What follows belongs to an exercise in optimizing a design on an open flow for small area, a short achievable clock period and few clock cycles; a production flow would make more cautious choices.
The RTL was checked by simulation tests, not by an equivalence proof against the original design.

==> flow/design.v, too long to show whole: its modules and the start of the top module <==
// module floating_Mult: 38 lines
// module mant_mul: 2489 lines
// module Adder: 43 lines
// module Accumulator: 38 lines
// module conv_mac: 49 lines
module conv_mac (
    input         clk,
    input         rst,           
    input         in_valid,
    input  [31:0] OperandA,      
    input  [31:0] OperandB,      
    input  [7:0]  kernel_size,
    output        out_valid,
    output [31:0] result
);
  // ...
==> flow/flow/run.sh <==
#!/bin/bash
# Standard layout, with faster port buffers and timing repair aimed at a
# tighter setup target than the clock period requires.
export BUFFER_PORTS_ARGS="-buffer_cell sky130_fd_sc_hd__buf_2"
export SETUP_SLACK_MARGIN=34
bash standard.sh > standard.log 2>&1
==> flow/standard.sh <==
#!/bin/bash
# synth_recipe.tcl (not shown) runs the flow's synth.tcl, then flattens the netlist and writes it again
# the make line also repeats each setting of config.mk as NAME=value (left out here)
make -C /OpenROAD-flow-scripts/flow DESIGN_CONFIG=/design/flow/config.mk WORK_HOME=/design/flow/orfs CLKGATE_MAP_FILE= SYNTH_SCRIPT=/design/flow/synth_recipe.tcl "${@:-finish}"
==> flow/config.mk <==
export PLATFORM = sky130hd
export DESIGN_NAME = conv_mac
export DESIGN_NICKNAME = conv_mac
export VERILOG_FILES = /design/flow/design.v
export SDC_FILE = /design/flow/constraint.sdc
export NUM_CORES = 4
export LEC_CHECK = 0
export ABC_AREA = 1
export CAP_MARGIN = 60
export CORE_MARGIN = 2
export CORE_UTILIZATION = 65
export SLEW_MARGIN = 60
==> flow/constraint.sdc <==
create_clock -name core_clock -period 44.0 [get_ports {clk}]
set_input_delay 8.8000 -clock core_clock [delete_from_list [all_inputs] [get_ports {clk}]]
set_output_delay 8.8000 -clock core_clock [all_outputs]
set_load 0.01 [all_outputs]
==> out/summary.txt, run 1 <==
status: finished clean
Most Crowded Layer GR: met2
pin count of the biggest net entering global routing: 50
pre-CTS WS: 33.60 ns
Max Fclk: 0.0998 GHz
cts repair resizes: 6
number of flops mapped to enable cells by yosys: 32
end point of the critical path: result[11]
ys async rst share: 12.3%
WL/cell: 22.3 um
Final WS setup: 33.98 ns
Initial Util: 65.9%
Synth warnings: 3
XOR/XNOR Fraction of Synth Area: 12.0%
Worst setup SP type: flop
syn nets: 4035
Final setup viols: 0
flops & latches, synth: 154
total congestion overflow: 0
Die W: 205 um
CP Launch Point: accumulator.Accumulator[11]
layout cells sized above 1: 10.8%
critical path's slowest cell: edfxtp_1
non-clk buf share: 3.81%
top cells by area, synth: fa_1, xor2_1, ha_1, dfxtp_1, nand2_1
Final Skew: 0.0150 ns
Post-Syn Area: 26200 um^2
Slew Viols, Final: 0
Max stage delay on crit path: 0.52 ns
Layout Utilization: 70.4%
core area: 39800 um^2
Reg2Reg Depth: 44
Final nets: 4034
Testbench counts, summed over its fixed seeds: cycles 56,460.
==> module conv_mac, before the edit <==
module conv_mac (
    input         clk,
    input         rst,           
    input         in_valid,
    input  [31:0] OperandA,      
    input  [31:0] OperandB,      
    input  [7:0]  kernel_size,
    output        out_valid,
    output [31:0] result
);
reg         v_in;
reg  [30:0] a_in, b_in;
reg         s_in;
reg         v_prod;
reg  [31:0] prod;
reg  [7:0]  ksz;    
wire [31:0] mult_result;
always @(posedge clk or negedge rst) begin
    if (~rst) begin
        v_in <= 1'b0;
        v_prod <= 1'b0;
    end else begin
        v_in <= in_valid;
        v_prod <= v_in;
    end
end
always @(posedge clk) begin
    a_in <= OperandA[30:0];
    b_in <= OperandB[30:0];
    s_in <= OperandA[31] ^ OperandB[31];
    prod <= mult_result;
    ksz <= kernel_size;
end
floating_Mult multiplier(
    .OperandA({1'b0, a_in}),
    .OperandB({1'b0, b_in}),
    .sign_in(s_in),
    .out(mult_result)
);
Accumulator accumulator(
    .clk(clk),
    .rst(rst),
    .IN1(prod),
    .in_valid(v_prod),
    .kernel_size(ksz),
    .Accumulator(result),
    .output_valid(out_valid)
);
endmodule
==> inputs of run 2 (changes only) <==
--- a/flow/design.v
+++ b/flow/design.v
@@ -2623,3 +2623,2 @@
 reg  [31:0] prod;
-reg  [7:0]  ksz;    
 wire [31:0] mult_result;
@@ -2639,3 +2638,2 @@
     prod <= mult_result;
-    ksz <= kernel_size;
 end
@@ -2652,3 +2650,3 @@
     .in_valid(v_prod),
-    .kernel_size(ksz),
+    .kernel_size(kernel_size),
     .Accumulator(result),
==> run 2 against run 1 <==
  * Critical path type unchanged
  * Register-to-register slack improved by 0.03 ns
  * Hold slack improved by 0.020 ns
  * Global-route usage decreased by 1.1 points
  * Still clean
==> out/summary.txt, run 2 <==
status: finished clean (unchanged)
Slew @ Worst Pin: 0.675 ns (was 0.605 ns)
TritonCTS buffer count: 17 (unchanged)
area grow syn2layout: 7.51% (was 6.87%)
Top delay family on crit path: flip-flops (unchanged)
Worst EP arrival: 1.19 ns (was 1.22 ns)
Worst-Skew Late Latency: 0.49 ns (was 0.50 ns)
count leader, synth: nand2_1 (unchanged)
Clock Sink Count: 146 (was 154)
CP Capture Type: output pin (unchanged)
GPL Wtd Cong: 0.987 (was 1.04)
Final nets: 4016 (was 4034)
GR Util All Layers: 42.3% (was 43.4%)
Crit Reg-Reg Endpoint: accumulator.Accumulator[29] (was prod[29])
antenna viol nets, final: 0 (unchanged)
Max Fclk: 0.100 GHz (was 0.0998 GHz)
FF/Latch Area: 3360 um^2 (was 3520 um^2)
hold-critical path endpoint: v_prod (unchanged)
port bufs: 107 (unchanged)
Seq/Total Area, Yosys: 12.9% (was 13.3%)
RSZ-0062 raised after global routing: yes (unchanged)
Slew Viols, Final: 0 (unchanged)
Initial Util: 65.5% (was 65.9%)
Crit Path Category: reg2out (unchanged)
Worst setup SP type: flop (unchanged)
top cells by area, synth: fa_1, xor2_1, ha_1, nand2_1, inv_1 (was fa_1, xor2_1, ha_1, dfxtp_1, nand2_1)
critical path's slowest cell: edfxtp_1 (unchanged)
cell chain of the critical path: buf_2 (unchanged)
final cell count without fillers: 4045 (was 4063)
ANT cells: 0 (unchanged)
Slew HR: 54.9% (was 59.5%)
Final setup viols: 0 (unchanged)
Rows: 73 (unchanged)
post-synth top area share: 20.0% (was 19.8%)
Iteration-0 DRC Markers: 3432 (was 3136)
H-tree lvl count: 4 (unchanged)
ys async rst share: 13.0% (was 12.3%)
r2r setup slk: 34.61 ns (was 34.58 ns)
Syn Inst Count: 3498 (was 3526)
clock input transition at the sequential cells of the worst setup and hold paths: 0.07 ns (was 0.08 ns)
DP HPWL: 65000 um (was 65900 um)
syn avg cell area: 7.41 um^2 (was 7.44 um^2)
Max Cap Viol: 0 (unchanged)
Critical path buffers and inverters: 1 (unchanged)
TNS Setup: 0 ns (unchanged)
layout cells sized above 1: 9.91% (was 10.8%)
tightest hold margin: 0.373 ns (was 0.353 ns)
Hold Buf Count CTS: 0 (unchanged)
number of global-route vias before repair: 25865 (was 26084)
number of flops mapped to enable cells by yosys: 32 (unchanged)
initial antenna violation count: 0 (unchanged)
syn nets: 4007 (was 4035)
flops & latches, synth: 146 (was 154)
area of the multi-input gates: 19900 um^2 (was 20000 um^2)
crit-path max FO: 3 (was 2)
required time of the critical path: 35.20 ns (about the same)
Post-Syn Area: 25900 um^2 (was 26200 um^2)
Die H: 204 um (was 205 um)
Root Driver: clkbuf_16 (unchanged)
Layout Utilization: 70.4% (about the same)
Die W: 204 um (was 205 um)
TritonCTS clock tree: yes (unchanged)
Synth top cells by count: nand2_1, inv_1, xor2_1, o22ai_1, fa_1 (unchanged)
final hold violation count: 0 (unchanged)
I/O pin total: 108 (unchanged)
period utilization: 22.7% (was 22.8%)
Reg2Reg Depth: 53 (was 44)
overall die area: 41500 um^2 (was 42000 um^2)
final WL: 88600 um (was 90400 um)
most frequent cells in the layout: nand2_1, inv_1, xor2_1 (unchanged)
Layout fillers: 3263 (was 3258)
pin count of the biggest net entering global routing: 50 (unchanged)
placed cells: 3980 (was 3999)
core area: 39500 um^2 (was 39800 um^2)
post-route minimum period: 9.99 ns (was 10.02 ns)
via count: 26003 (was 26084)
Max clock buf depth: 2 (unchanged)
WL/cell: 21.9 um (was 22.3 um)
hold path depth: 0 (unchanged)
worst hold start: v_in (unchanged)
Max stage delay on crit path: 0.51 ns (was 0.52 ns)
Final Skew: 0.0212 ns (was 0.0150 ns)
beginning of the worst register-to-register path: prod[23] (was b_in[3])
Synth Flop Type: dfxtp_1 (unchanged)
Synth warnings: 3 (unchanged)
Top Registers: accumulator.Accumulator x32, prod x32 (unchanged)
first-pass GRT wire length: 137000 um (was 140000 um)
Hold Crit Class: reg2reg (unchanged)
commonest non-fill, non-tap cell in the layout: nand2_1 (unchanged)
drt drc: 0 (unchanged)
total congestion overflow: 0 (unchanged)
Synth cell types: 63 (unchanged)
Pre-antenna DRT Iters: 8 (was 7)
DR vias/cell: 6.43 (was 6.42)
post-synth top area cell: fa_1 (unchanged)
## run 2: cell types whose count changed in the layout (fill, tap and decap cells not counted), sizes merged, moves of 7 or more
| cell | change |
|---|---|
| inv | -11 |
| buf | +12 |
| nand2 | -13 |
| o21ai | -13 |
| dfxtp | -8 |
| xor2 | +7 |
| or2 | -8 |
| nor3 | +7 |
## run 2: metal layers
layer | part of all wire, % | wire length [um] | vias up | global-route usage [%]
li1 | - | - | 11550 | -
met1 | 36 | 31900 | 12170 | 49.5
met2 | 47 | 41300 | 1769 | 70.3
met3 | 11 | 9380 | 514 | 10.0
met4 | 6.8 | 5980 | 0 | 25.9
met5 | 0 | 0 | - | 0
## run 2: kinds of logic (layout without fill, tap and decap cells)
| family | after synthesis | after routing | share of synthesized area (%) |
|---|---|---|---|
| flip-flops | 146 | 146 | 12.9 |
| adder cells (fa/ha/maj) | 434 | 434 | 28.5 |
| XOR/XNOR | 371 | 371 | 12.5 |
| AO/OA/AOI/OAI | 719 | 720 | 16.5 |
| buffers and inverters | 756 | 774 | 11.1 |
| AND/OR/NAND/NOR | 1069 | 1072 | 18.3 |
| multiplexers | 3 | 3 | 0.116 |
## run 2: timing repair
| item | 4_1_cts | 5_1_grt |
|---|---|---|
| setup endpoints to repair | 14 | 57 |
| gates cloned | 2 | 3 |
| gates resized for setup | 0 | 37 |
| buffers inserted | 7 | 18 |
| pin swaps | 2 | 6 |
## run 2: worst max path at each step
stage / start / to / slack, ns / cells past startpoint
finish: accumulator.Accumulator[20] / result[20] / 34.01 / 1
global route: prod[23] / accumulator.Accumulator[29] / 33.95 / 54
CTS: accumulator.Accumulator[17] / result[17] / 34.00 / 1
detailed placement: kernel_size[0] / accumulator.cnt_i[0] / 33.52 / 8
global placement: kernel_size[0] / accumulator.cnt_i[7] / 33.53 / 8
floorplan: kernel_size[0] / accumulator.cnt_i[0] / 33.97 / 7
## run 2: cell type report
class                   instances  area share [%]
clock buffers                  18            1.62
clock inverters                14           0.570
inverters                     557            7.64
multi-input cells            2600            71.6
flip-flops and latches        146            12.1
well taps                     525            2.36
repair buffers                185            4.17
## run 2: through the flow
step	setup slack [ns]	cell area [um^2]
6_report	34.01	27900
3_5_place_dp	33.52	26800
5_1_grt	33.95	27900
2_1_floorplan	33.97	25900
4_1_cts	34.00	27500
3_3_place_gp	33.53	26700
Testbench counts of run 2, summed over its fixed seeds: cycles 56,460.
==> inputs of run 3 (changes only) <==
--- a/flow/config.mk
+++ b/flow/config.mk
@@ -11,2 +11,4 @@
 export CORE_UTILIZATION = 65
+export CTS_CLUSTER_DIAMETER = 100
+export CTS_CLUSTER_SIZE = 40
 export SLEW_MARGIN = 60
==> run 3 against run 2 <==
  * Still clean
  * Die area unchanged
  * Worst setup slack unchanged
  * Cell count unchanged
  * Sequential share of layout area unchanged
  * Non-clock buffer count unchanged
  * Hold slack unchanged
  * Critical endpoint unchanged
==> out/summary.txt, run 3 <==
Slew Viols, Final: 0 (unchanged)
TNS Setup: 0 ns (unchanged)
Crit Path Category: reg2out (unchanged)
placed cells: 3980 (unchanged)
TritonCTS clock tree: yes (unchanged)
Layout Utilization: 70.4% (unchanged)
count leader, synth: nand2_1 (unchanged)
tightest hold margin: 0.373 ns (unchanged)
post-route minimum period: 9.99 ns (unchanged)
H-tree lvl count: 4 (unchanged)
most frequent cells in the layout: nand2_1, inv_1, xor2_1 (unchanged)
Clock Sink Count: 146 (unchanged)
pin count of the biggest net entering global routing: 50 (unchanged)
Synth warnings: 3 (unchanged)
overall die area: 41500 um^2 (unchanged)
Crit Reg-Reg Endpoint: accumulator.Accumulator[29] (unchanged)
Final nets: 4016 (unchanged)
Layout fillers: 3263 (unchanged)
Die W: 204 um (unchanged)
first-pass GRT wire length: 137000 um (unchanged)
cell chain of the critical path: buf_2 (unchanged)
syn nets: 4007 (unchanged)
critical path's slowest cell: edfxtp_1 (unchanged)
Top Registers: accumulator.Accumulator x32, prod x32 (unchanged)
post-synth top area cell: fa_1 (unchanged)
WL/cell: 21.9 um (unchanged)
port bufs: 107 (unchanged)
I/O pin total: 108 (unchanged)
Slew HR: 54.9% (unchanged)
flops & latches, synth: 146 (unchanged)
drt drc: 0 (unchanged)
Synth Flop Type: dfxtp_1 (unchanged)
Rows: 73 (unchanged)
Max stage delay on crit path: 0.51 ns (about the same)
via count: 26003 (unchanged)
post-synth top area share: 20.0% (unchanged)
Final Skew: 0.0212 ns (unchanged)
Die H: 204 um (unchanged)
Worst EP arrival: 1.19 ns (about the same)
end point of the critical path: result[20] (unchanged)
final WL: 88600 um (unchanged)
Post-Syn Area: 25900 um^2 (unchanged)
number of flops mapped to enable cells by yosys: 32 (unchanged)
required time of the critical path: 35.20 ns (about the same)
syn avg cell area: 7.41 um^2 (unchanged)
Max clock buf depth: 2 (unchanged)
period utilization: 22.7% (unchanged)
RSZ-0062 raised after global routing: yes (unchanged)
initial antenna violation count: 0 (unchanged)
crit-path max FO: 3 (unchanged)
Critical path buffers and inverters: 1 (unchanged)
commonest non-fill, non-tap cell in the layout: nand2_1 (unchanged)
Final setup viols: 0 (unchanged)
Top delay family on crit path: flip-flops (unchanged)
Pre-antenna DRT Iters: 8 (unchanged)
r2r setup slk: 34.61 ns (about the same)
GR Util All Layers: 42.3% (unchanged)
Max Fclk: 0.100 GHz (unchanged)
layout cells sized above 1: 9.91% (unchanged)
DP HPWL: 65000 um (unchanged)
CP Launch Point: accumulator.Accumulator[20] (unchanged)
area grow syn2layout: 7.51% (unchanged)
Syn Inst Count: 3498 (unchanged)
Worst-Skew Late Latency: 0.49 ns (about the same)
cell area after layout: 27900 um^2 (unchanged)
Synth top cells by count: nand2_1, inv_1, xor2_1, o22ai_1, fa_1 (unchanged)
antenna viol nets, final: 0 (unchanged)
Slew @ Worst Pin: 0.675 ns (unchanged)
Hold Crit Class: reg2reg (unchanged)
area of the multi-input gates: 19900 um^2 (unchanged)
WP depth: 1 (unchanged)
final cell count without fillers: 4045 (unchanged)
Max Cap Viol: 0 (unchanged)
clock input transition at the sequential cells of the worst setup and hold paths: 0.07 ns (about the same)
TritonCTS buffer count: 17 (unchanged)
number of global-route vias before repair: 25865 (unchanged)
GPL Wtd Cong: 0.987 (unchanged)
CP Capture Type: output pin (unchanged)
status: finished clean (unchanged)
Seq/Total Area, Yosys: 12.9% (unchanged)
DR vias/cell: 6.43 (unchanged)
Reg2Reg Depth: 53 (unchanged)
core area: 39500 um^2 (unchanged)
Worst setup SP type: flop (unchanged)
area of placed instances: 26800 um^2 (unchanged)
Synth cell types: 63 (unchanged)
Root Driver: clkbuf_16 (unchanged)
total congestion overflow: 0 (unchanged)
Iteration-0 DRC Markers: 3432 (unchanged)
beginning of the worst register-to-register path: prod[23] (unchanged)
final hold violation count: 0 (unchanged)
FF/Latch Area: 3360 um^2 (unchanged)
top cells by area, synth: fa_1, xor2_1, ha_1, nand2_1, inv_1 (unchanged)
ys async rst share: 13.0% (unchanged)
ANT cells: 0 (unchanged)
Initial Util: 65.5% (unchanged)
==> run 3: how the worst min path moves through the flow <==
stage | start | to | cells after the start
after floorplan | v_in | v_prod | 0
after global placement | v_in | v_prod | 0
after detailed placement | v_in | v_prod | 0
after CTS | v_in | v_prod | 0
after global routing | v_in | v_prod | 0
final | v_in | v_prod | 0
==> run 3: cell type report <==
type,instances,area share [%]
clock buffers,18,1.62
inverters,557,7.64
well taps,525,2.36
flip-flops and latches,146,12.1
multi-input cells,2600,71.6
repair buffers,185,4.17
clock inverters,14,0.570
==> run 3: stage by stage <==
| step | worst slack, ns |
|---|---|
| final | 34.01 |
| after detailed placement | 33.52 |
| after global routing | 33.95 |
| after global placement | 33.53 |
| after floorplan | 33.97 |
| after CTS | 34.00 |
==> run 3: per-layer routing <==
metal	part of all wire (%)	up-vias	global-route usage, %	wire length (um)
li1	-	11550	-	-
met1	36	12170	49.5	31900
met2	47	1769	70.3	41300
met3	11	514	10.0	9380
met4	6.8	0	25.9	5980
met5	0	-	0	0
==> run 3: timing repair <==
action	in CTS	in global routing
resized for setup	0	37
gates cloned	2	3
setup buffers	7	18
endpoints found under the hold margin	0	0
pin swaps	2	6
hold buffers	0	0
setup endpoints to repair	14	57
==> run 3: cell families (layout without fill, tap and decap cells) <==
group | after synthesis | after routing | share of synthesized area [%]
and+or+nand+nor | 1069 | 1072 | 18.3
adders and majority gates | 434 | 434 | 28.5
AOI/OAI and AO/OA | 719 | 720 | 16.5
muxes | 3 | 3 | 0.116
buffers and inverters | 756 | 774 | 11.1
DFF | 146 | 146 | 12.9
xor gates and xnor gates | 371 | 371 | 12.5
==> inputs of run 4 (changes only) <==
--- a/flow/design.v
+++ b/flow/design.v
@@ -2623,2 +2623,3 @@
 reg  [31:0] prod;
+reg  [7:0]  ksz;    
 wire [31:0] mult_result;
@@ -2638,2 +2639,3 @@
     prod <= mult_result;
+    ksz <= kernel_size;
 end
@@ -2650,3 +2652,3 @@
     .in_valid(v_prod),
-    .kernel_size(kernel_size),
+    .kernel_size(ksz),
     .Accumulator(result),
==> flow/run.sh (new file) <==
#!/bin/bash
# synth_recipe.tcl (not shown) runs the flow's synth.tcl, then flattens the netlist and writes it again
# the make line also repeats each setting of config.mk as NAME=value (left out here)
make -C /OpenROAD-flow-scripts/flow DESIGN_CONFIG=/design/flow/config.mk WORK_HOME=/design/flow/orfs CLKGATE_MAP_FILE= SYNTH_SCRIPT=/design/flow/synth_recipe.tcl finish
--- a/flow/config.mk
+++ b/flow/config.mk
@@ -10,5 +10,3 @@
 export CORE_MARGIN = 2
-export CORE_UTILIZATION = 65
-export CTS_CLUSTER_DIAMETER = 100
-export CTS_CLUSTER_SIZE = 40
+export CORE_UTILIZATION = 40
 export SLEW_MARGIN = 60
removed: flow/flow/run.sh
removed: flow/standard.sh
==> run 4 against run 3 <==
  * Wire length is 5.0% lower
  * Area after synthesis up 1.3%
  * Cell count grew 8.1%
  * Critical endpoint is now result[0]
  * Largest cell class unchanged
==> out/summary.txt, run 4 <==
Initial Util: 40.6% (was 65.5%)
cell chain of the critical path: clkdlybuf4s50_1 (was buf_2)
# Post-CTS Setup Buffers: 0 (was 7)
Critical path buffers and inverters: 1 (unchanged)
Synth top cells by count: nand2_1, inv_1, xor2_1, o22ai_1, fa_1 (unchanged)
most frequent cells in the layout: nand2_1, inv_1, xor2_1 (unchanged)
Top delay family on crit path: flip-flops (unchanged)
status: finished clean (unchanged)
TritonCTS clock tree: yes (unchanged)
top cells by area, synth: fa_1, xor2_1, ha_1, dfxtp_1, nand2_1 (was fa_1, xor2_1, ha_1, nand2_1, inv_1)
TritonCTS buffer count: 17 (unchanged)
clock input transition at the sequential cells of the worst setup and hold paths: 0.08 ns (was 0.07 ns)
post-synth top area cell: fa_1 (unchanged)
syn avg cell area: 7.44 um^2 (was 7.41 um^2)
drt drc: 0 (unchanged)
Slew @ Worst Pin: 0.582 ns (was 0.675 ns)
Worst setup SP type: flop (unchanged)
via count: 23988 (was 26003)
post-route minimum period: 10.56 ns (was 9.99 ns)
Post-Syn Area: 26200 um^2 (was 25900 um^2)
Worst EP arrival: 1.76 ns (was 1.19 ns)
final WL: 84200 um (was 88600 um)
ys async rst share: 12.3% (was 13.0%)
Synth Flop Type: dfxtp_1 (unchanged)
flops & latches, synth: 154 (was 146)
Synth warnings: 3 (unchanged)
overall die area: 67700 um^2 (was 41500 um^2)
TNS Setup: 0 ns (unchanged)
post-synth top area share: 19.8% (was 20.0%)
Rows: 93 (was 73)
first-pass GRT wire length: 133000 um (was 137000 um)
period utilization: 24.0% (was 22.7%)
Max clock buf depth: 2 (unchanged)
Slew Viols, Final: 0 (unchanged)
antenna viol nets, final: 0 (unchanged)
core area: 64700 um^2 (was 39500 um^2)
initial antenna violation count: 0 (unchanged)
Final nets: 4014 (was 4016)
total congestion overflow: 0 (unchanged)
Hold Crit Class: reg2reg (unchanged)
RSZ-0062 raised after global routing: no (was yes)
commonest non-fill, non-tap cell in the layout: nand2_1 (unchanged)
port bufs: 107 (unchanged)
Iteration-0 DRC Markers: 1948 (was 3432)
layout cells sized above 1: 6.42% (was 9.91%)
Syn Inst Count: 3526 (was 3498)
Clock Sink Count: 154 (was 146)
CP Capture Type: output pin (unchanged)
Final setup viols: 0 (unchanged)
final hold violation count: 0 (unchanged)
crit-path max FO: 5 (was 3)
Root Driver: clkbuf_16 (unchanged)
pin count of the biggest net entering global routing: 90 (was 50)
GPL Wtd Cong: 0.962 (was 0.987)
ANT cells: 0 (unchanged)
Top Registers: accumulator.Accumulator x32, prod x32 (unchanged)
Seq/Total Area, Yosys: 13.3% (was 12.9%)
area grow syn2layout: 9.23% (was 7.51%)
I/O pin total: 108 (unchanged)
number of global-route vias before repair: 23500 (was 25865)
Worst-Skew Late Latency: 0.52 ns (was 0.49 ns)
cts repair resizes: 0 (unchanged)
Slew HR: 60.9% (was 54.9%)
critical path's slowest cell: edfxtp_1 (unchanged)
Max stage delay on crit path: 0.62 ns (was 0.51 ns)
syn nets: 4035 (was 4007)
Die H: 260 um (was 204 um)
number of flops mapped to enable cells by yosys: 32 (unchanged)
Hold Buf Count CTS: 0 (unchanged)
required time of the critical path: 35.20 ns (about the same)
Pre-antenna DRT Iters: 7 (was 8)
Final Skew: 0.0195 ns (was 0.0212 ns)
H-tree lvl count: 4 (unchanged)
count leader, synth: nand2_1 (unchanged)
WL/cell: 19.3 um (was 21.9 um)
DR vias/cell: 5.49 (was 6.43)
Max Cap Viol: 0 (unchanged)
GR Util All Layers: 25.3% (was 42.3%)
Max Fclk: 0.0947 GHz (was 0.100 GHz)
Synth cell types: 63 (unchanged)
Crit Path Category: reg2out (unchanged)
DP HPWL: 64700 um (was 65000 um)
Die W: 260 um (was 204 um)
run 4: per-layer routing:
layer  part of all wire (%)  track usage [%]
met5                      0                0
met4                    4.2             11.4
met3                    7.5             5.07
met2                     45             40.9
met1                     43             32.5
run 4: cell type report:
| class | count | area (um^2) |
|---|---|---|
| fill | 6670 | 36000 |
| sequential | 154 | 3510 |
| inverter | 568 | 2160 |
| timing repair buffer | 160 | 1470 |
| tap | 855 | 1070 |
| multi-input combinational | 2604 | 19900 |
| clock inverter | 14 | 139 |
| clock buffer | 18 | 429 |
run 4: logic make-up (layout without fill, tap and decap cells):
group	after synthesis	count (layout)	share of synthesized area [%]
adders and majority gates	434	434	28.1
and+or+nand+nor	1088	1088	18.8
muxes	6	6	0.234
buffers and inverters	768	760	11.5
xor gates and xnor gates	358	358	12.0
AOI/OAI and AO/OA	718	718	16.1
DFF	154	154	13.3
run 4: path summary, 6_finish.rpt:
check,startpoint,end,slack [ns],depth (start not counted)
setup / recovery,accumulator.Accumulator[0],result[0],33.44,1
hold / removal,v_in,v_prod,0.35,0
setup reg to reg,accumulator.Accumulator[23],accumulator.Accumulator[29],33.82,56
hold reg to reg,v_in,v_prod,0.35,0
max in group asynchronous,rst,v_prod,35.43,1
min in group asynchronous,rst,accumulator.cnt_i[2],8.23,1
run 4: metrics by stage:
step	setup slack, ns	instance area [um^2]	cells	util, %	hold slack, ns
after detailed placement	33.78	28000	4340	43.3	0.342
after global placement	33.36	27900	4337	43.1	0.339
final	33.44	28700	4373	44.3	0.352
after CTS	33.40	28600	4372	44.2	0.352
after global routing	32.64	28700	4373	44.3	0.366
after floorplan	34.70	26200	3526	-	0.331
Testbench counts of run 4, summed over its fixed seeds: cycles 56,460.
==> inputs of run 5 (changes only) <==
--- a/flow/design.v
+++ b/flow/design.v
@@ -2623,3 +2623,2 @@
 reg  [31:0] prod;
-reg  [7:0]  ksz;    
 wire [31:0] mult_result;
@@ -2639,3 +2638,2 @@
     prod <= mult_result;
-    ksz <= kernel_size;
 end
@@ -2652,3 +2650,3 @@
     .in_valid(v_prod),
-    .kernel_size(ksz),
+    .kernel_size(kernel_size),
     .Accumulator(result),
==> flow/flow/run.sh (new file) <==
#!/bin/bash
# The standard layout (standard.sh) with three changes:
#  - after the standard synthesis, flow/fa_polarity.py re-chooses the
#    polarity of each full-adder cell to drop inverters between adders
#    (combinational only; registers and their names are untouched);
#  - the port buffers are sky130_fd_sc_hd__buf_2 cells;
#  - timing repair aims at 34 ns of setup slack at the design's period.
set -euo pipefail
export BUFFER_PORTS_ARGS="-buffer_cell sky130_fd_sc_hd__buf_2"
export SETUP_SLACK_MARGIN=34
bash standard.sh synth > synth.log 2>&1
R=orfs/results/sky130hd/conv_mac/base
cp $R/1_2_yosys.v 1_2_yosys_standard.v
python3 flow/fa_polarity.py 1_2_yosys_standard.v $R/1_2_yosys.v > fa_polarity.log 2>&1
rm -f $R/1_synth.odb
bash standard.sh > standard.log 2>&1
==> flow/flow/fa_polarity.py (new file) <==
#!/usr/bin/env python3
"""Remove inverters around the full-adder cells of a flat gate-level netlist.

A full adder is self-dual: FA(~a, ~b, ~c) = (~cout, ~sum).  Yosys' adder
extraction picks each full adder's polarity on its own, which leaves
inverters between adders.  This pass chooses a polarity for every full adder
(by local search) so that as few signals as possible are needed in both
polarities, then rebuilds the inverters: every signal that some load needs
complemented gets one inverter.  The logic function is unchanged.

Usage: fa_polarity.py IN.v OUT.v"""
import re, sys, random, collections

FA = 'sky130_fd_sc_hd__fa_'
INVS = ('sky130_fd_sc_hd__inv_', 'sky130_fd_sc_hd__clkinv_')
OUTPINS = {'X', 'Y', 'Q', 'Q_N', 'SUM', 'COUT', 'HI', 'LO'}

src = open(sys.argv[1]).read()
m = re.search(r'(module\s+\w+\s*\(.*?\);)(.*)(endmodule)', src, re.S)
head, body, tail = src[:m.start(2)], m.group(2), src[m.end(2):]
pin_re = re.compile(r'\.(\w+)\(\s*(.*?)\s*\)\s*(?:,|$)', re.S)

items, cells, pos = [], [], 0
for mm in re.finditer(r'(?ms)^\s*(sky130_fd_sc_hd__\w+)\s+(\S+)\s*\((.*?)\);\s*$', body):
    items.append(('text', body[pos:mm.start()]))
    pins = collections.OrderedDict(pin_re.findall(mm.group(3).strip()))
    c = {'type': mm.group(1), 'name': mm.group(2), 'pins': pins, 'alive': True}
    cells.append(c)
    items.append(('cell', c))
    pos = mm.end()
items.append(('text', body[pos:]))

ident_re = re.compile(r'\\\S+|[A-Za-z_][\w$]*(?:\s*\[\d+\])?')
protected = set()
for t in re.findall(r'assign\s+(.*?);', body, re.S):
    protected.update(i.replace(' ', '') for i in ident_re.findall(t))
for t in re.findall(r'(?m)^\s*(?:input|output|inout)\s+(?:\[[^\]]*\]\s*)?(.*?);', src):
    protected.update(n.strip() for n in t.split(','))

def is_inv(c):
    return c['type'].startswith(INVS)

driver = {}
for c in cells:
    for p, n in c['pins'].items():
        if p in OUTPINS:
            driver[n] = (c, p)

# an inverter is "free" when its output is an internal net: it can be rebuilt
def free_inv(c):
    return is_inv(c) and c['pins']['Y'] not in protected

def root(n):
    """(root net, parity) following free inverters back"""
    par = 0
    seen = 0
    while n in driver and free_inv(driver[n][0]) and seen < 50:
        n = driver[n][0]['pins']['A']
        par ^= 1
        seen += 1
    return n, par

fas = [c for c in cells if c['type'].startswith(FA)]
fa_index = {id(c): i for i, c in enumerate(fas)}
# loads: every input pin of a cell that is not a free inverter
loads = []      # (cell, pin, root, parity)
for c in cells:
    if free_inv(c):
        continue
    for p, n in c['pins'].items():
        if p in OUTPINS:
            continue
        r, par = root(n)
        loads.append((c, p, r, par))
# a root net's polarity follows its driver's flip when the driver is a full adder
def root_flipper(r):
    d = driver.get(r)
    if d and d[0]['type'].startswith(FA) and r not in protected:
        return fa_index[id(d[0])]
    return None
by_root = collections.defaultdict(list)
for i, (c, p, r, par) in enumerate(loads):
    by_root[r].append(i)
roots = list(by_root)
rflip = {r: root_flipper(r) for r in roots}
load_fa = [fa_index.get(id(c)) if c['type'].startswith(FA) else None for c, _, _, _ in loads]
fa_roots = collections.defaultdict(set)    # roots touched by a full adder
for r in roots:
    if rflip[r] is not None:
        fa_roots[rflip[r]].add(r)
for i, (c, p, r, par) in enumerate(loads):
    if load_fa[i] is not None:
        fa_roots[load_fa[i]].add(r)

x = [0] * len(fas)
pinned = [any(c['pins'][p] in protected for p in ('SUM', 'COUT')) for c in fas]
def need_inv(r):
    xd = x[rflip[r]] if rflip[r] is not None else 0
    for i in by_root[r]:
        xl = x[load_fa[i]] if load_fa[i] is not None else 0
        if loads[i][3] ^ xl ^ xd:
            return 1
    return 0
def cost_of(rs):
    return sum(need_inv(r) for r in rs)

before = sum(1 for c in cells if is_inv(c))
start_cost = cost_of(roots)
random.seed(1)
best = start_cost
cur = start_cost
best_x = x[:]
order = list(range(len(fas)))
T = 0.6
for it in range(60):
    random.shuffle(order)
    for f in order:
        rs = fa_roots[f]
        if pinned[f]:
            continue
        c0 = cost_of(rs)
        x[f] ^= 1
        c1 = cost_of(rs)
        d = c1 - c0
        if d <= 0 or random.random() < pow(2.718, -d / T):
            cur += d
            if cur < best:
                best, best_x = cur, x[:]
        else:
            x[f] ^= 1
    T *= 0.9
x = best_x

# rebuild: drop the free inverters, then one inverter per root needing it
for c in cells:
    if free_inv(c):
        c['alive'] = False
newid = [0]
extra = []
inv_net = {}
def complement(r):
    if r not in inv_net:
        newid[0] += 1
        y = f'_fapol_n{newid[0]}_'
        extra.append(y)
        c = {'type': 'sky130_fd_sc_hd__inv_1', 'name': f'_fapol_i{newid[0]}_',
             'pins': collections.OrderedDict([('A', r), ('Y', y)]), 'alive': True}
        cells.append(c)
        items.append(('cell', c))
        inv_net[r] = y
    return inv_net[r]
# full adder outputs carry the complement after a flip: rename them so the
# old net names never hold a changed value
renamed = {}
for f, c in enumerate(fas):
    if x[f]:
        for p in ('SUM', 'COUT'):
            n = c['pins'][p]
            newid[0] += 1
            nn = f'_fapol_f{newid[0]}_'
            extra.append(nn)
            renamed[n] = nn
            c['pins'][p] = nn
for i, (c, p, r, par) in enumerate(loads):
    xl = x[load_fa[i]] if load_fa[i] is not None else 0
    xd = x[rflip[r]] if rflip[r] is not None else 0
    net = renamed.get(r, r)
    if par ^ xl ^ xd:
        net = complement(net)
    c['pins'][p] = net
after = sum(1 for c in cells if c['alive'] and is_inv(c))

out = [head]
for w in extra:
    out.append(f'\n  wire {w};')
for kind, it in items:
    if kind == 'text':
        out.append(it)
    elif it['alive']:
        pins = ',\n'.join(f'    .{p}({n}{" " if n.startswith(chr(92)) else ""})' for p, n in it['pins'].items())
        out.append(f"\n  {it['type']} {it['name']} (\n{pins}\n  );")
out.append(tail)
open(sys.argv[2], 'w').write(''.join(out))
print(f'fa_polarity: {len(fas)} full adders, {sum(x)} flipped; inverters {before} -> {after}'
      f' (cost {start_cost} -> {best})', file=sys.stderr)
==> flow/standard.sh (new file) <==
#!/bin/bash
# synth_recipe.tcl (not shown) runs the flow's synth.tcl, then flattens the netlist and writes it again
# the make line also repeats each setting of config.mk as NAME=value (left out here)
make -C /OpenROAD-flow-scripts/flow DESIGN_CONFIG=/design/flow/config.mk WORK_HOME=/design/flow/orfs CLKGATE_MAP_FILE= SYNTH_SCRIPT=/design/flow/synth_recipe.tcl "${@:-finish}"
--- a/flow/config.mk
+++ b/flow/config.mk
@@ -10,3 +10,3 @@
 export CORE_MARGIN = 2
-export CORE_UTILIZATION = 40
+export CORE_UTILIZATION = 65
 export SLEW_MARGIN = 60
removed: flow/run.sh
==> run 5 against run 4 <==
  * Wire length up 1.7%
  * Critical path depth unchanged
  * Highest routed layer unchanged
  * Non-clock buffer count up 15
  * Largest cell class unchanged
  * Still clean on timing, DRC and antenna
  * Maximum frequency up 5.5%
==> out/summary.txt, run 5 <==
GPL Wtd Cong: 1.05 (was 0.962)
CP Capture Type: output pin (unchanged)
final cell count without fillers: 3922 (was 4373)
clock input transition at the sequential cells of the worst setup and hold paths: 0.08 ns (about the same)
TritonCTS clock tree: yes (unchanged)
Die W: 202 um (was 260 um)
cell area after layout: 27300 um^2 (was 28700 um^2)
Pre-antenna DRT Iters: 8 (was 7)
Critical path buffers and inverters: 1 (unchanged)
post-route minimum period: 10.01 ns (was 10.56 ns)
Syn Inst Count: 3392 (was 3526)
period utilization: 22.7% (was 24.0%)
syn nets: 3901 (was 4035)
WP depth: 1 (unchanged)
final WL: 85600 um (was 84200 um)
Final nets: 3900 (was 4014)
Worst-Skew Late Latency: 0.48 ns (was 0.52 ns)
H-tree lvl count: 4 (unchanged)
area grow syn2layout: 6.88% (was 9.23%)
Synth warnings: 3 (unchanged)
cell chain of the critical path: buf_2 (was clkdlybuf4s50_1)
Top Registers: accumulator.Accumulator x32, prod x32 (unchanged)
Root Driver: clkbuf_16 (unchanged)
TNS Setup: 0 ns (unchanged)
layout cells sized above 1: 9.87% (was 6.42%)
I/O pin total: 108 (unchanged)
Clock Sink Count: 146 (was 154)
drt drc: 0 (unchanged)
total congestion overflow: 0 (unchanged)
pin count of the biggest net entering global routing: 89 (was 90)
Layout fillers: 3233 (was 6670)
Post-Syn Area: 25500 um^2 (was 26200 um^2)
Final setup viols: 0 (unchanged)
overall die area: 40900 um^2 (was 67700 um^2)
first-pass GRT wire length: 134000 um (was 133000 um)
Slew Viols, Final: 0 (unchanged)
Final WS setup: 33.99 ns (was 33.44 ns)
Rows: 72 (was 93)
Worst setup SP type: flop (unchanged)
area of placed instances: 26400 um^2 (was 28000 um^2)
Initial Util: 65.9% (was 40.6%)
Iteration-0 DRC Markers: 3058 (was 1948)
Slew HR: 58.6% (was 60.9%)
commonest non-fill, non-tap cell in the layout: nand2_1 (unchanged)
most frequent cells in the layout: nand2_1, inv_1, xor2_1 (unchanged)
Hold Crit Class: reg2reg (unchanged)
Worst EP arrival: 1.21 ns (was 1.76 ns)
ANT cells: 0 (unchanged)
Max Fclk: 0.0999 GHz (was 0.0947 GHz)
TritonCTS buffer count: 17 (unchanged)
hold path depth: 0 (unchanged)
final hold violation count: 0 (unchanged)
antenna viol nets, final: 0 (unchanged)
Reg2Reg Depth: 44 (was 56)
Slew @ Worst Pin: 0.616 ns (was 0.582 ns)
Max clock buf depth: 2 (unchanged)
required time of the critical path: 35.20 ns (about the same)
crit-path max FO: 4 (was 5)
status: finished clean (unchanged)
core area: 38700 um^2 (was 64700 um^2)
via count: 25485 (was 23988)
GR Util All Layers: 41.8% (was 25.3%)
RSZ-0062 raised after global routing: yes (was no)
initial antenna violation count: 0 (unchanged)
critical path's slowest cell: edfxtp_1 (unchanged)
DR vias/cell: 6.50 (was 5.49)
Top delay family on crit path: flip-flops (unchanged)
placed cells: 3863 (was 4340)
DP HPWL: 64200 um (was 64700 um)
Die H: 202 um (was 260 um)
Max stage delay on crit path: 0.52 ns (was 0.62 ns)
syn avg cell area: 7.52 um^2 (was 7.44 um^2)
number of global-route vias before repair: 25314 (was 23500)
WL/cell: 21.8 um (was 19.3 um)
pre-CTS WS: 33.67 ns (was 33.78 ns)
port bufs: 107 (unchanged)
Max Cap Viol: 0 (unchanged)
Final Skew: 0.0197 ns (was 0.0195 ns)
Crit Path Category: reg2out (unchanged)
## run 5: path summary, 6_finish.rpt
path,start,end,slack [ns]
worst max register to register,b_in[9],prod[30],34.52
worst max-delay path,accumulator.Accumulator[16],result[16],33.99
min in group asynchronous,rst,accumulator.output_valid,8.26
worst min register to register,v_in,v_prod,0.36
max in group asynchronous,rst,v_prod,35.40
worst min-delay path,v_in,v_prod,0.36
## run 5: final cells by class
| cell class | instances | area, um^2 | share of cell area (%) |
|---|---|---|---|
| Clock buffer | 18 | 429 | 1.57 |
| Sequential cell | 146 | 3350 | 12.3 |
| Timing Repair Buffer | 175 | 1080 | 3.95 |
| Tap cell | 518 | 648 | 2.38 |
| Timing Repair inverter | 1 | 5.00 | 0.0184 |
| Inverter | 451 | 1720 | 6.31 |
| Clock inverter | 14 | 138 | 0.505 |
| Multi-Input combinational cell | 2599 | 19900 | 73.0 |
## run 5: repair_timing
| item | CTS | global route |
|---|---|---|
| pin swaps | 0 | 4 |
| cloned | 0 | 4 |
| hold buffers | 0 | 0 |
| setup endpoints to repair | 6 | 50 |
| resized for setup | 2 | 22 |
| buffers inserted | 7 | 14 |
## run 5: layer usage
| metal | up-vias | global-route usage, % | share of wire (%) |
|---|---|---|---|
| li1 | 11334 | - | - |
| met1 | 11866 | 49.4 | 35 |
| met2 | 1812 | 69.6 | 47 |
| met3 | 473 | 9.29 | 11 |
| met4 | 0 | 25.5 | 7.0 |
| met5 | - | 0 | 0 |
## run 5: stage by stage
| step | hold slack (ns) | utilization (%) |
|---|---|---|
| after floorplan | 0.331 | - |
| after CTS | 0.367 | 69.7 |
| after global placement | 0.337 | 67.7 |
| after detailed placement | 0.351 | 68.1 |
| final | 0.362 | 70.4 |
| after global routing | 0.388 | 70.4 |
Testbench counts of run 5, summed over its fixed seeds: cycles 56,460.
==> inputs of run 6 (changes only) <==
==> flow/flow/run.sh (replaced) <==
#!/bin/bash
# The standard layout (standard.sh) with four changes:
#  - after the standard synthesis, flow/fa_polarity.py re-chooses the
#    polarity of each full-adder cell to drop inverters between adders, and
#    flow/port_iso.py moves the internal loads of flip-flops that drive
#    output ports behind an inverter pair (combinational only; registers and
#    their names are untouched);
#  - the port buffers are sky130_fd_sc_hd__buf_2 cells;
#  - timing repair aims at 34.3 ns of setup slack at the design's period.
set -euo pipefail
export BUFFER_PORTS_ARGS="-buffer_cell sky130_fd_sc_hd__buf_2"
export SETUP_SLACK_MARGIN=34.3
bash standard.sh synth > synth.log 2>&1
R=orfs/results/sky130hd/conv_mac/base
cp $R/1_2_yosys.v 1_2_yosys_standard.v
python3 flow/fa_polarity.py 1_2_yosys_standard.v 1_2_yosys_fapol.v > fa_polarity.log 2>&1
python3 flow/port_iso.py 1_2_yosys_fapol.v $R/1_2_yosys.v > port_iso.log 2>&1
rm -f $R/1_synth.odb
bash standard.sh > standard.log 2>&1
==> flow/flow/port_iso.py (new file) <==
#!/usr/bin/env python3
"""Give output-port nets driven by a flip-flop a driver of their own.

Where a flip-flop's output is both an output port and an input of internal
logic, the internal loads move behind a pair of inverters, so the flip-flop
drives little more than the port's buffer.  The logic function is unchanged.
Usage: port_iso.py IN.v OUT.v"""
import re, sys, collections

src = open(sys.argv[1]).read()
outs = set()
for decl in re.findall(r'(?m)^\s*output\s+(\[\s*(\d+)\s*:\s*(\d+)\s*\])?\s*(\w+)\s*;', src):
    _, hi, lo, name = decl
    if hi:
        for i in range(min(int(hi), int(lo)), max(int(hi), int(lo)) + 1):
            outs.add(f'{name}[{i}]')
    else:
        outs.add(name)

cell_re = re.compile(r'(?ms)^(\s*)(sky130_fd_sc_hd__\w+)(\s+\S+\s*)\((.*?)\);\s*$')
pin_re = re.compile(r'\.(\w+)\(\s*(.*?)\s*\)')
cells = []
for m in cell_re.finditer(src):
    cells.append((m, m.group(2), pin_re.findall(m.group(4))))
flop_q = set()
for m, typ, pins in cells:
    if re.match(r'sky130_fd_sc_hd__(e?df|sdf)', typ):
        for p, n in pins:
            if p == 'Q' and n in outs:
                flop_q.add(n)
# internal loads of those nets
load_cnt = collections.Counter()
for m, typ, pins in cells:
    for p, n in pins:
        if n in flop_q and p not in ('Q',):
            load_cnt[n] += 1
targets = sorted(n for n in flop_q if load_cnt[n] > 0)
newname = {n: f'_portiso_{i}_' for i, n in enumerate(targets)}

def fix(m):
    typ = m.group(2)
    body = m.group(4)
    def rep(pm):
        p, n = pm.group(1), pm.group(2)
        if n in newname and p != 'Q':
            return f'.{p}({newname[n]})'
        return pm.group(0)
    return f'{m.group(1)}{typ}{m.group(3)}({pin_re.sub(rep, body)});'
body = cell_re.sub(fix, src)
add = []
for i, n in enumerate(targets):
    a = f'_portiso_{i}_n'
    add.append(f'  wire {a};\n  wire {newname[n]};\n'
               f'  sky130_fd_sc_hd__inv_1 _portiso_i{i}a_ (.A({n}), .Y({a}));\n'
               f'  sky130_fd_sc_hd__inv_2 _portiso_i{i}b_ (.A({a}), .Y({newname[n]}));\n')
k = body.rindex('endmodule')
body = body[:k] + ''.join(add) + body[k:]
open(sys.argv[2], 'w').write(body)
print(f'port_iso: {len(targets)} port nets isolated', file=sys.stderr)
==> run 6 against run 5 <==
  * Still clean
  * Utilization is 2.3 points higher
  * Cell count is 2.9% higher
  * Area after synthesis is 0.94% higher
  * First-iteration DRC count is 20% higher
  * Worst setup slack better by 0.087 ns
  * Critical endpoint is now result[8]
  * Highest routed layer unchanged
==> out/summary.txt, run 6 <==
status: finished clean (unchanged)
Max Fclk: 0.101 GHz (was 0.0999 GHz)
most frequent cells in the layout: nand2_1, inv_1, xor2_1 (unchanged)
GR Util All Layers: 44.7% (was 41.8%)
Top delay family on crit path: flip-flops (unchanged)
via count: 26545 (was 25485)
Critical path buffers and inverters: 1 (unchanged)
Die W: 203 um (was 202 um)
TritonCTS clock tree: yes (unchanged)
number of global-route vias before repair: 26312 (was 25314)
antenna viol nets, final: 0 (unchanged)
RSZ-0062 raised after global routing: yes (unchanged)
critical path's slowest cell: edfxtp_1 (unchanged)
Max clock buf depth: 2 (unchanged)
TritonCTS buffer count: 17 (unchanged)
Final WS setup: 34.08 ns (was 33.99 ns)
clock input transition at the sequential cells of the worst setup and hold paths: 0.08 ns (about the same)
hold path depth: 0 (unchanged)
final hold violation count: 0 (unchanged)
Final Skew: 0.0201 ns (was 0.0197 ns)
Layout fillers: 3065 (was 3233)
Hold Crit Class: reg2reg (unchanged)
pre-CTS WS: 33.53 ns (was 33.67 ns)
DR vias/cell: 6.58 (was 6.50)
syn avg cell area: 7.45 um^2 (was 7.52 um^2)
Root Driver: clkbuf_16 (unchanged)
Crit Reg-Reg Endpoint: prod[30] (unchanged)
ANT cells: 0 (unchanged)
Top Registers: accumulator.Accumulator x32, prod x32 (unchanged)
Initial Util: 66.2% (was 65.9%)
hold-critical path endpoint: v_prod (unchanged)
Final setup viols: 0 (unchanged)
Iteration-0 DRC Markers: 3683 (was 3058)
total congestion overflow: 0 (unchanged)
Post-Syn Area: 25800 um^2 (was 25500 um^2)
syn nets: 3965 (was 3901)
Rows: 72 (unchanged)
drt drc: 0 (unchanged)
GPL Wtd Cong: 0.995 (was 1.05)
Worst EP arrival: 1.12 ns (was 1.21 ns)
required time of the critical path: 35.20 ns (about the same)
DP HPWL: 67400 um (was 64200 um)
post-route minimum period: 9.92 ns (was 10.01 ns)
Synth warnings: 3 (unchanged)
CP Capture Type: output pin (unchanged)
TNS Setup: 0 ns (unchanged)
placed cells: 3937 (was 3863)
Syn Inst Count: 3456 (was 3392)
WL/cell: 23.1 um (was 21.8 um)
core area: 38900 um^2 (was 38700 um^2)
H-tree lvl count: 4 (unchanged)
layout cells sized above 1: 12.5% (was 9.87%)
final cell count without fillers: 4037 (was 3922)
worst hold start: v_in (unchanged)
Clock Sink Count: 146 (unchanged)
r2r setup slk: 34.89 ns (was 34.52 ns)
port bufs: 107 (unchanged)
cell chain of the critical path: buf_2 (unchanged)
initial antenna violation count: 0 (unchanged)
overall die area: 41200 um^2 (was 40900 um^2)
Worst setup SP type: flop (unchanged)
Worst-Skew Late Latency: 0.51 ns (was 0.48 ns)
Reg2Reg Depth: 43 (was 44)
Die H: 203 um (was 202 um)
Max stage delay on crit path: 0.44 ns (was 0.52 ns)
Pre-antenna DRT Iters: 7 (was 8)
Crit Path Category: reg2out (unchanged)
first-pass GRT wire length: 142000 um (was 134000 um)
pin count of the biggest net entering global routing: 50 (was 89)
Slew @ Worst Pin: 0.650 ns (was 0.616 ns)
beginning of the worst register-to-register path: b_in[7] (was b_in[9])
Final nets: 4015 (was 3900)
area grow syn2layout: 9.87% (was 6.88%)
Max Cap Viol: 0 (unchanged)
commonest non-fill, non-tap cell in the layout: nand2_1 (unchanged)
crit-path max FO: 2 (was 4)
final WL: 93100 um (was 85600 um)
I/O pin total: 108 (unchanged)
Slew Viols, Final: 0 (unchanged)
Slew HR: 56.3% (was 58.6%)
period utilization: 22.5% (was 22.7%)
-- run 6: per-stage QoR --
step	hold slack, ns	util [%]	cell area [um^2]
after floorplan	0.331	-	25800
after global routing	0.390	72.7	28300
after global placement	0.340	68.3	26600
after detailed placement	0.364	68.5	26700
final	0.377	72.7	28300
after CTS	0.381	71.2	27700
-- run 6: worst register-to-register path, delay by kind of cell (launching register included) --
family,cells,cell delay [ns]
flops,1,0.43
buf+inv,9,1.56
fa+ha+maj,7,3.02
simple gates,15,1.67
xor+xnor,1,0.21
compound gates,11,2.16
-- run 6: routing by layer --
layer	wire (um)	global-route usage (%)	vias up	part of all wire [%]
li1	-	-	11579	-
met1	32600	51.4	12350	35
met2	42500	74.2	1985	46
met3	10700	11.2	631	11
met4	7350	28.9	0	7.9
met5	0	0	-	0
-- run 6: worst max path at each step --
| stage | from | endpoint | depth (start not counted) |
|---|---|---|---|
| 2_1_floorplan | kernel_size[0] | accumulator.cnt_i[0] | 7 |
| 3_3_place_gp | prod[23] | accumulator.Accumulator[29] | 56 |
| 3_5_place_dp | kernel_size[0] | accumulator.cnt_i[7] | 8 |
| 4_1_cts | accumulator.Accumulator[15] | result[15] | 1 |
| 5_1_grt | accumulator.Accumulator[15] | result[15] | 1 |
| 6_report | accumulator.Accumulator[8] | result[8] | 1 |
-- run 6: layout make-up --
cell class | count | area, um^2 | area share [%]
clock buffer | 18 | 429 | 1.52
sequential | 146 | 3360 | 11.9
tap | 518 | 648 | 2.29
inverter | 515 | 1970 | 6.95
multi-input combinational | 2601 | 20100 | 71.1
timing repair buffer | 224 | 1560 | 5.50
timing repair inverter | 1 | 5.00 | 0.0177
clock inverter | 14 | 205 | 0.725
-- run 6: repair_timing --
action,in CTS,in global routing
pin swaps,9,12
endpoints found under the setup margin,81,95
hold buffers,0,0
buffers inserted,36,24
gates resized for setup,39,91
cloned,3,4

==> re-timing with driven ports <==
In the flow no input, the clock included, has a driving cell. The finished layouts below were timed again as built, in two steps.
Step 1 sets driving cells, clkbuf_16 on the clock port and buf_2 on the other inputs (assumed; they add their load-dependent delay and slew).
Step 2 also shifts input and output timing later by t, the mid clock arrival at the registers, as if the neighbouring blocks saw the same clock.
Three values: ideal, step 1, step 2; two values: the first two.
| run | shift t [ns] | slack for setup (ns) | worst setup path at the end | slew at the worst register clock pin (ns) | pins driven straight from the clock port |
|---|---|---|---|---|---|
| run 1 | 0.552 | 33.984 / 33.925 / 34.476 | register to output | 0.08 / 0.08 | 1 |
| run 2 | 0.540 | 34.012 / 33.952 / 33.632 | input to register | 0.09 / 0.09 | 1 |
| run 3 | 0.540 | 34.012 / 33.952 / 33.632 | input to register | 0.09 / 0.09 | 1 |
| run 4 | 0.573 | 33.438 / 33.375 / 33.825 | register to register | 0.08 / 0.08 | 1 |
| run 5 | 0.527 | 33.992 / 33.936 / 33.625 | input to register | 0.08 / 0.08 | 1 |
| run 6 | 0.554 | 34.079 / 34.022 / 33.669 | input to register | 0.08 / 0.08 | 1 |
After both steps every run listed still meets setup and hold. For run 6, which loses most, drivers alone change the setup slack by -0.057 ns; drivers and shift together by -0.410 ns.
